From an optimization exercise on the open Yosys and OpenROAD flow, aimed at small area; shortcuts taken in it are not production practice. Only simulation tests tie the RTL to the original design; equivalence was not proved. Power and IR drop assume default switching activity.

## JK
==> flow/design.v <==
module control(clk,rst_n,seq_rdy,data_ack,currentState,inputBit,frame_end,phase7);
	input clk,rst_n;
	input seq_rdy;
	output data_ack;
	output reg [1:0] currentState;
	output inputBit;
	output frame_end;
	output phase7;
	reg [2:0] phase;
	reg first;
	assign inputBit  = ~phase[0];
	assign data_ack  = (phase == 3'd1);
	assign frame_end = (phase == 3'd0) & ~first;
	assign phase7    = (phase == 3'd7);
	always@(posedge clk or negedge rst_n)begin
		if(!rst_n)begin
			currentState <= 2'b11;
		end else if(seq_rdy && inputBit)begin
			currentState <= currentState + 2'd1;
		end
	end
	always@(posedge clk or negedge rst_n)begin
		if(!rst_n)begin
			phase <= 3'd0;
			first <= 1'b1;
		end else begin
			phase <= phase + 3'd1;
			first <= 1'b0;
		end
	end
endmodule
module BMU(currentState,inputBit,rec_code,hamming_dist);
input [1:0] rec_code;
input [1:0] currentState;
input inputBit;
output [2:0] hamming_dist;
wire [1:0] expec_code;
wire [1:0] Cn;
assign expec_code[1] = inputBit ^ currentState[0];
assign expec_code[0] = inputBit ^ currentState[0] ^ currentState[1];
assign Cn = rec_code ^ expec_code;
assign hamming_dist = {1'b0, Cn[1] & Cn[0], Cn[1] ^ Cn[0]};
endmodule
module PMU (
    input clk,
    input rst_n,
    input [2:0] hamming_dist,
    input [1:0] currentState,
    input inputBit,
    input frame_end,
    input phase7,
	output [15:0] decoded_msg
	);
reg [1:0] path_metrics [0:3];
reg [1:0] new_metrics [0:3];
wire [2:0] candidate_metric;
wire [1:0] nextState;
wire [51:0] survf;
wire [12:0] surv0 = survf[12:0], surv1 = survf[25:13], surv2 = survf[38:26], surv3 = survf[51:39];
reg [12:0] surv_rd;
reg [1:0] ptr [0:3];
reg [12:1] pend;
reg [3:0] bit_count;
reg [1:0] min_value;
reg [1:0] final_state;
reg [3:0] valid_count;
reg [12:0] dmsg;
wire clear;
reg pend_zero;
wire masked;
wire better;
wire [11:0] src;
integer i;
function [12:0] smask;
	input [1:0] k;
	begin
		smask = {11'h7ff, k[0], k[1]};
	end
endfunction
assign decoded_msg = {3'b000, dmsg};
assign nextState = {inputBit, currentState[1]};
assign candidate_metric = {1'b0, path_metrics[currentState]} + hamming_dist;
assign better = candidate_metric < {1'b0, new_metrics[nextState]};
assign clear = (bit_count == 4'd15);
assign masked = (bit_count == 4'd0);
wire [1:0] rd_sel = frame_end ? currentState : final_state;
always @(*) begin
	case (rd_sel)
		2'd0: surv_rd = surv0;
		2'd1: surv_rd = surv1;
		2'd2: surv_rd = surv2;
		default: surv_rd = surv3;
	endcase
end
assign src = surv_rd[11:0];
always @(posedge clk or negedge rst_n) begin
	if (!rst_n) begin
		path_metrics[0] <= 2'd0;
		path_metrics[1] <= 2'd3;
		path_metrics[2] <= 2'd3;
		path_metrics[3] <= 2'd3;
	end else if (frame_end) begin
		for (i = 0; i < 4; i = i + 1)
			path_metrics[i] <= new_metrics[i];
	end
end
always @(posedge clk or negedge rst_n) begin
	if (!rst_n) begin
		for (i = 0; i < 4; i = i + 1)
			new_metrics[i] <= 2'd3;
	end else if (frame_end && valid_count < 12) begin
		for (i = 0; i < 4; i = i + 1)
			new_metrics[i] <= 2'd3;
	end else if (better) begin
		new_metrics[nextState] <= candidate_metric[1:0];
	end
end
wire [3:0] hold, sel_a, sel_b, sel_p;
genvar g;
generate
	for (g = 0; g < 4; g = g + 1) begin : res
		reg [12:0] q;
		wire mk = masked & (g >= 2);
		assign hold[g]  = ~frame_end | (ptr[g] == 2'd0);
		assign sel_a[g] = frame_end & (ptr[g] == 2'd1) & ~mk;
		assign sel_b[g] = frame_end & (ptr[g] == 2'd2) & ~mk;
		assign sel_p[g] = frame_end & (ptr[g] == 2'd3) & (g >= 2) & ~pend_zero;
		wire [12:0] sa = survf[(g % 2) * 26 +: 13];
		wire [12:0] sb = survf[(g % 2) * 26 + 13 +: 13];
		wire [12:0] nxt = ( ({13{hold[g]}} & q)
		                  | ({13{sel_a[g]}} & {sa[11:0], 1'b1})
		                  | ({13{sel_b[g]}} & {sb[11:0], 1'b1})
		                  | ({13{sel_p[g]}} & {pend, 1'b1})
		                  | {12'd0, ~hold[g] & (g >= 2)} ) & smask(g);
		always @(posedge clk or negedge rst_n) begin
			if (!rst_n)
				q <= 13'd0;
			else
				q <= nxt;
		end
		assign survf[g * 13 +: 13] = q;
	end
endgenerate
always @(posedge clk or negedge rst_n) begin
	if (!rst_n) begin
		for (i = 0; i < 4; i = i + 1)
			ptr[i] <= 2'd0;
	end else begin
		if (frame_end) begin
			for (i = 0; i < 4; i = i + 1)
				ptr[i] <= 2'd0;
		end
		if (better) begin
			if (frame_end)
				ptr[nextState] <= 2'd3;
			else if (masked && !nextState[1])
				ptr[nextState] <= 2'd3;
			else
				ptr[nextState] <= currentState[0] ? 2'd2 : 2'd1;
		end
	end
end
always @(posedge clk or negedge rst_n) begin
	if (!rst_n) begin
		pend <= 12'd0;
		pend_zero <= 1'b0;
	end else if (frame_end && better) begin
		pend <= src;
		pend_zero <= masked;
	end
end
always @(posedge clk or negedge rst_n) begin
	if (!rst_n) begin
		bit_count <= 4'd0;
	end else if (clear) begin
		bit_count <= 4'd0;
	end else if (frame_end) begin
		bit_count <= bit_count + 4'd1;
	end
end
always @(posedge clk or negedge rst_n) begin
	if (!rst_n) begin
		dmsg <= 13'd0;
	end else if (clear) begin
		dmsg <= surv_rd;
	end
end
always @(posedge clk or negedge rst_n) begin
	if (!rst_n) begin
		min_value <= 2'b0;
		final_state <= 2'b0;
	end else begin
		min_value <= new_metrics[0];
		if (new_metrics[1] < min_value) begin
			min_value <= new_metrics[1];
			final_state <= 2'd1;
		end else if (new_metrics[2] < min_value) begin
			min_value <= new_metrics[2];
			final_state <= 2'd2;
		end else if (new_metrics[3] < min_value) begin
			min_value <= new_metrics[3];
			final_state <= 2'd3;
		end
	end
end
always @(posedge clk or negedge rst_n) begin
	if (!rst_n) begin
		valid_count <= 4'd0;
	end else if (phase7) begin
		valid_count <= valid_count + 4'd1;
	end
end
endmodule
module Top(clk,rst_n,rx,seq_rdy,data_ack,decoded_msg);
input clk,rst_n;
input [1:0]rx;
input seq_rdy;
output wire data_ack;
output wire [15:0] decoded_msg;
wire [1:0] currentState;
wire inputBit;
wire frame_end;
wire phase7;
wire [2:0] hamming_dist;
control c1(
	.clk(clk),
	.rst_n(rst_n),
	.seq_rdy(seq_rdy),
	.data_ack(data_ack),
	.currentState(currentState),
	.inputBit(inputBit),
	.frame_end(frame_end),
	.phase7(phase7)
);
BMU b1(
	.rec_code(rx),
	.hamming_dist(hamming_dist),
	.currentState(currentState),
	.inputBit(inputBit)
);
PMU p1(
	.clk(clk),
	.rst_n(rst_n),
	.hamming_dist(hamming_dist),
	.currentState(currentState),
	.inputBit(inputBit),
	.frame_end(frame_end),
	.phase7(phase7),
	.decoded_msg(decoded_msg)
);
endmodule
Settings: LEC_CHECK=0, CAP_MARGIN=20, CORE_MARGIN=2, CORE_UTILIZATION=40, SLEW_MARGIN=20; clock period 5.0 ns.
standard.sh (not shown) runs the stock make flow with config.mk's settings and CLKGATE_MAP_FILE= SYNTH_SCRIPT=/design/flow/synth_recipe.tcl, a recipe that flattens the netlist after the stock synthesis.
==> flow/flow/run.sh <==
#!/bin/bash
# The standard ORFS layout (the standard.sh, unchanged synthesis), with:
#  - clock tree from small clock buffers and no dummy balancing loads,
#  - the smallest buffer on every input and output port,

#    with slack.
# ORFS writes each tool's log under orfs/logs; make's own output goes to
# flow_make.log.
set -euo pipefail
bash standard.sh \
  "CTS_ARGS=-sink_clustering_enable -repair_clock_nets -dont_use_dummy_load -buf_list {sky130_fd_sc_hd__clkbuf_4 sky130_fd_sc_hd__clkbuf_2}" \
  "BUFFER_PORTS_ARGS=-buffer_cell sky130_fd_sc_hd__buf_1" \
  finish > flow_make.log 2>&1
JK: all stages complete, timing, DRC and antenna checks passed
The following lists how MS was set up differently from JK:
==> flow/run.sh (new file) <==
#!/bin/bash
# synth_recipe.tcl (not shown) runs the flow's synth.tcl, then flattens the netlist and writes it again
# the make line also repeats each setting of config.mk as NAME=value (left out here)
make -C /OpenROAD-flow-scripts/flow DESIGN_CONFIG=/design/flow/config.mk WORK_HOME=/design/flow/orfs CLKGATE_MAP_FILE= SYNTH_SCRIPT=/design/flow/synth_recipe.tcl finish
removed: flow/flow/run.sh
removed: flow/standard.sh
--- outcome ---
- MS reports a lower fraction of standard cell area that is sequential than JK does.
- | total routing resource utilization after global routing | MS vs JK | 0.63 points higher |
- Relative to JK, the post-layout minimum cycle time of MS is higher by 0.18 ns.

========
Top, a different RTL version from the one above (not shown whole).
Size: ~500 cells after synthesis, ~120 flip-flops, ~5600 um2 of cells after synthesis.
Settings: LEC_CHECK=0, CAP_MARGIN=20, CORE_MARGIN=2, CORE_UTILIZATION=60, SLEW_MARGIN=20; clock period 5.0 ns.
==> flow/flow/run.sh <==
#!/bin/bash
# The standard ORFS layout (the standard.sh, with its unchanged synthesis),
# except that:
#  - the clock tree is built from clkbuf_8 clock buffers in clusters of up to 30 registers, without dummy
#    balancing loads;
#  - every input and output port gets the smallest buffer (buf_1);
#  - after global routing, power recovery downsizes cells on paths with
#    slack, and flow/post_grt.tcl then repairs slew and capacitance again.
# ORFS writes each tool's log under orfs/logs; make's own output goes to
# flow_make.log.
set -euo pipefail
bash standard.sh \
  "CTS_ARGS=-sink_clustering_enable -repair_clock_nets -dont_use_dummy_load -sink_clustering_size 30 -sink_clustering_max_diameter 100 -buf_list {sky130_fd_sc_hd__clkbuf_8}" \
  "BUFFER_PORTS_ARGS=-buffer_cell sky130_fd_sc_hd__buf_1" \
  RECOVER_POWER=100 \
  "POST_GLOBAL_ROUTE_TCL=$(pwd)/flow/post_grt.tcl" \
  finish > flow_make.log 2>&1
==> flow/flow/post_grt.tcl <==
# Runs after global routing and power recovery (which downsizes cells on paths
# with slack): repair max slew and capacitance again, since power recovery
# does not keep them, then re-legalise, re-route the changed nets and rewrite
# the route guides for the detailed router.
log_cmd global_route -start_incremental
repair_design_helper
log_cmd detailed_placement
log_cmd global_route -end_incremental
log_cmd estimate_parasitics -global_routing
write_guides $::env(RESULTS_DIR)/route.guide
Rerun with:
==> flow/flow/run.sh (replaced) <==
#!/bin/bash
# The standard ORFS layout (the standard.sh, with its unchanged synthesis),
# except that:
#  - the clock tree is built from small clock buffers, without dummy
#    balancing loads;
#  - every input and output port gets the smallest buffer (buf_1).
# ORFS writes each tool's log under orfs/logs; make's own output goes to
# flow_make.log.
set -euo pipefail
bash standard.sh \
  "CTS_ARGS=-sink_clustering_enable -repair_clock_nets -dont_use_dummy_load -buf_list {sky130_fd_sc_hd__clkbuf_4 sky130_fd_sc_hd__clkbuf_2}" \
  "BUFFER_PORTS_ARGS=-buffer_cell sky130_fd_sc_hd__buf_1" \
  finish > flow_make.log 2>&1
- CORE_UTILIZATION: 60 -> 40
removed: flow/flow/post_grt.tcl
After rerunning:
- design area stays flat
- global-route usage decreases by 8.9 points
- maximum frequency rises by 4.1%
- die area goes up by about 50%
Rerun with:
--- a/flow/flow/run.sh
+++ b/flow/flow/run.sh
@@ -9,5 +9,5 @@
 set -euo pipefail
 bash standard.sh \
-  "CTS_ARGS=-sink_clustering_enable -repair_clock_nets -dont_use_dummy_load -buf_list {sky130_fd_sc_hd__clkbuf_4 sky130_fd_sc_hd__clkbuf_2}" \
+  "CTS_ARGS=-sink_clustering_enable -repair_clock_nets -dont_use_dummy_load -sink_clustering_size 20 -sink_clustering_max_diameter 80 -buf_list {sky130_fd_sc_hd__clkbuf_4 sky130_fd_sc_hd__clkbuf_2}" \
   "BUFFER_PORTS_ARGS=-buffer_cell sky130_fd_sc_hd__buf_1" \
   finish > flow_make.log 2>&1
- CORE_UTILIZATION: 40 -> 60
Result: First-iteration DRC count decreases by 26%; setup slack gains 0.026 ns; maximum frequency increases by 0.64%; global-route usage increases by 8.5 points; core utilization increases by 21 points; wire length decreases by 2.2%.
Rerun with:
==> flow/flow/run.sh (replaced) <==
#!/bin/bash
# The standard ORFS layout (the standard.sh, with its unchanged synthesis),
# except that:
#  - the clock tree is built from small clock buffers, without dummy
#    balancing loads;
#  - every input and output port gets the smallest buffer (buf_1);
#  - after global routing, power recovery downsizes cells on paths with
#    slack, and flow/post_grt.tcl then repairs slew and capacitance again.
# ORFS writes each tool's log under orfs/logs; make's own output goes to
# flow_make.log.
set -euo pipefail
bash standard.sh \
  "CTS_ARGS=-sink_clustering_enable -repair_clock_nets -dont_use_dummy_load -buf_list {sky130_fd_sc_hd__clkbuf_4 sky130_fd_sc_hd__clkbuf_2}" \
  "BUFFER_PORTS_ARGS=-buffer_cell sky130_fd_sc_hd__buf_1" \
  RECOVER_POWER=100 \
  "POST_GLOBAL_ROUTE_TCL=$(pwd)/flow/post_grt.tcl" \
  finish > flow_make.log 2>&1
==> flow/flow/post_grt.tcl (new file) <==
# Runs after global routing and power recovery (which downsizes cells on paths
# with slack): repair max slew and capacitance again, since power recovery
# does not keep them, then re-legalise, re-route the changed nets and rewrite
# the route guides for the detailed router.
log_cmd global_route -start_incremental
repair_design_helper
log_cmd detailed_placement
log_cmd global_route -end_incremental
log_cmd estimate_parasitics -global_routing
write_guides $::env(RESULTS_DIR)/route.guide
Sequential cell count is unchanged.
Non-clock buffer count went up by 1.
Die area does not change.
Global-route usage stays the same.
Register-to-register slack loses 0.17 ns.
Synthesized area does not change.
Cell count is about the same.
Clock power stays flat.
Power went down slightly.
First-iteration DRC count went down by roughly a tenth.
Core utilization went down by 0.31 points.
Rerun with:
- CAP_MARGIN: 20 -> 5
- SLEW_MARGIN: 20 -> 5
What happened: Die area stays the same; utilization is about the same; global-route usage stays the same.

static timing again, ports no longer ideal:
No port has a modelled driver above. Below, the same layouts with a new extraction and two added sets of constraints. Step 1 assumes that a clkbuf_16 drives the clock port and a buf_2 every other input. Step 2 times the ports against the registers' clock, not the clock port: input delays grow and output delays shrink by t, the midpoint of the rising clock arrivals with the driver on. a / b / c = ideal ports / drivers / drivers and shift; a / b = the first two.
run | t, ns | setup WS [ns] | worst setup path at the end
JK | 0.546 | 1.356 / 1.356 / 1.185 | input to register
MS | 0.465 | 1.178 / 1.196 / 0.732 | input to register
the first run of note 2 | 0.459 | 0.743 / 0.743 / 0.693 | input to register
the second run of note 2 | 0.536 | 0.909 / 0.909 / 0.769 | input to register
the third run of note 2 | 0.519 | 0.935 / 0.935 / 0.721 | input to register
the fourth run of note 2 | 0.527 | 0.770 / 0.770 / 0.549 | input to register
the fifth run of note 2 | 0.522 | 0.766 / 0.766 / 0.546 | input to register
After both steps every run listed still meets setup and hold. For MS, which loses most, drivers alone change the setup slack by +0.018 ns; drivers and shift together by -0.446 ns.
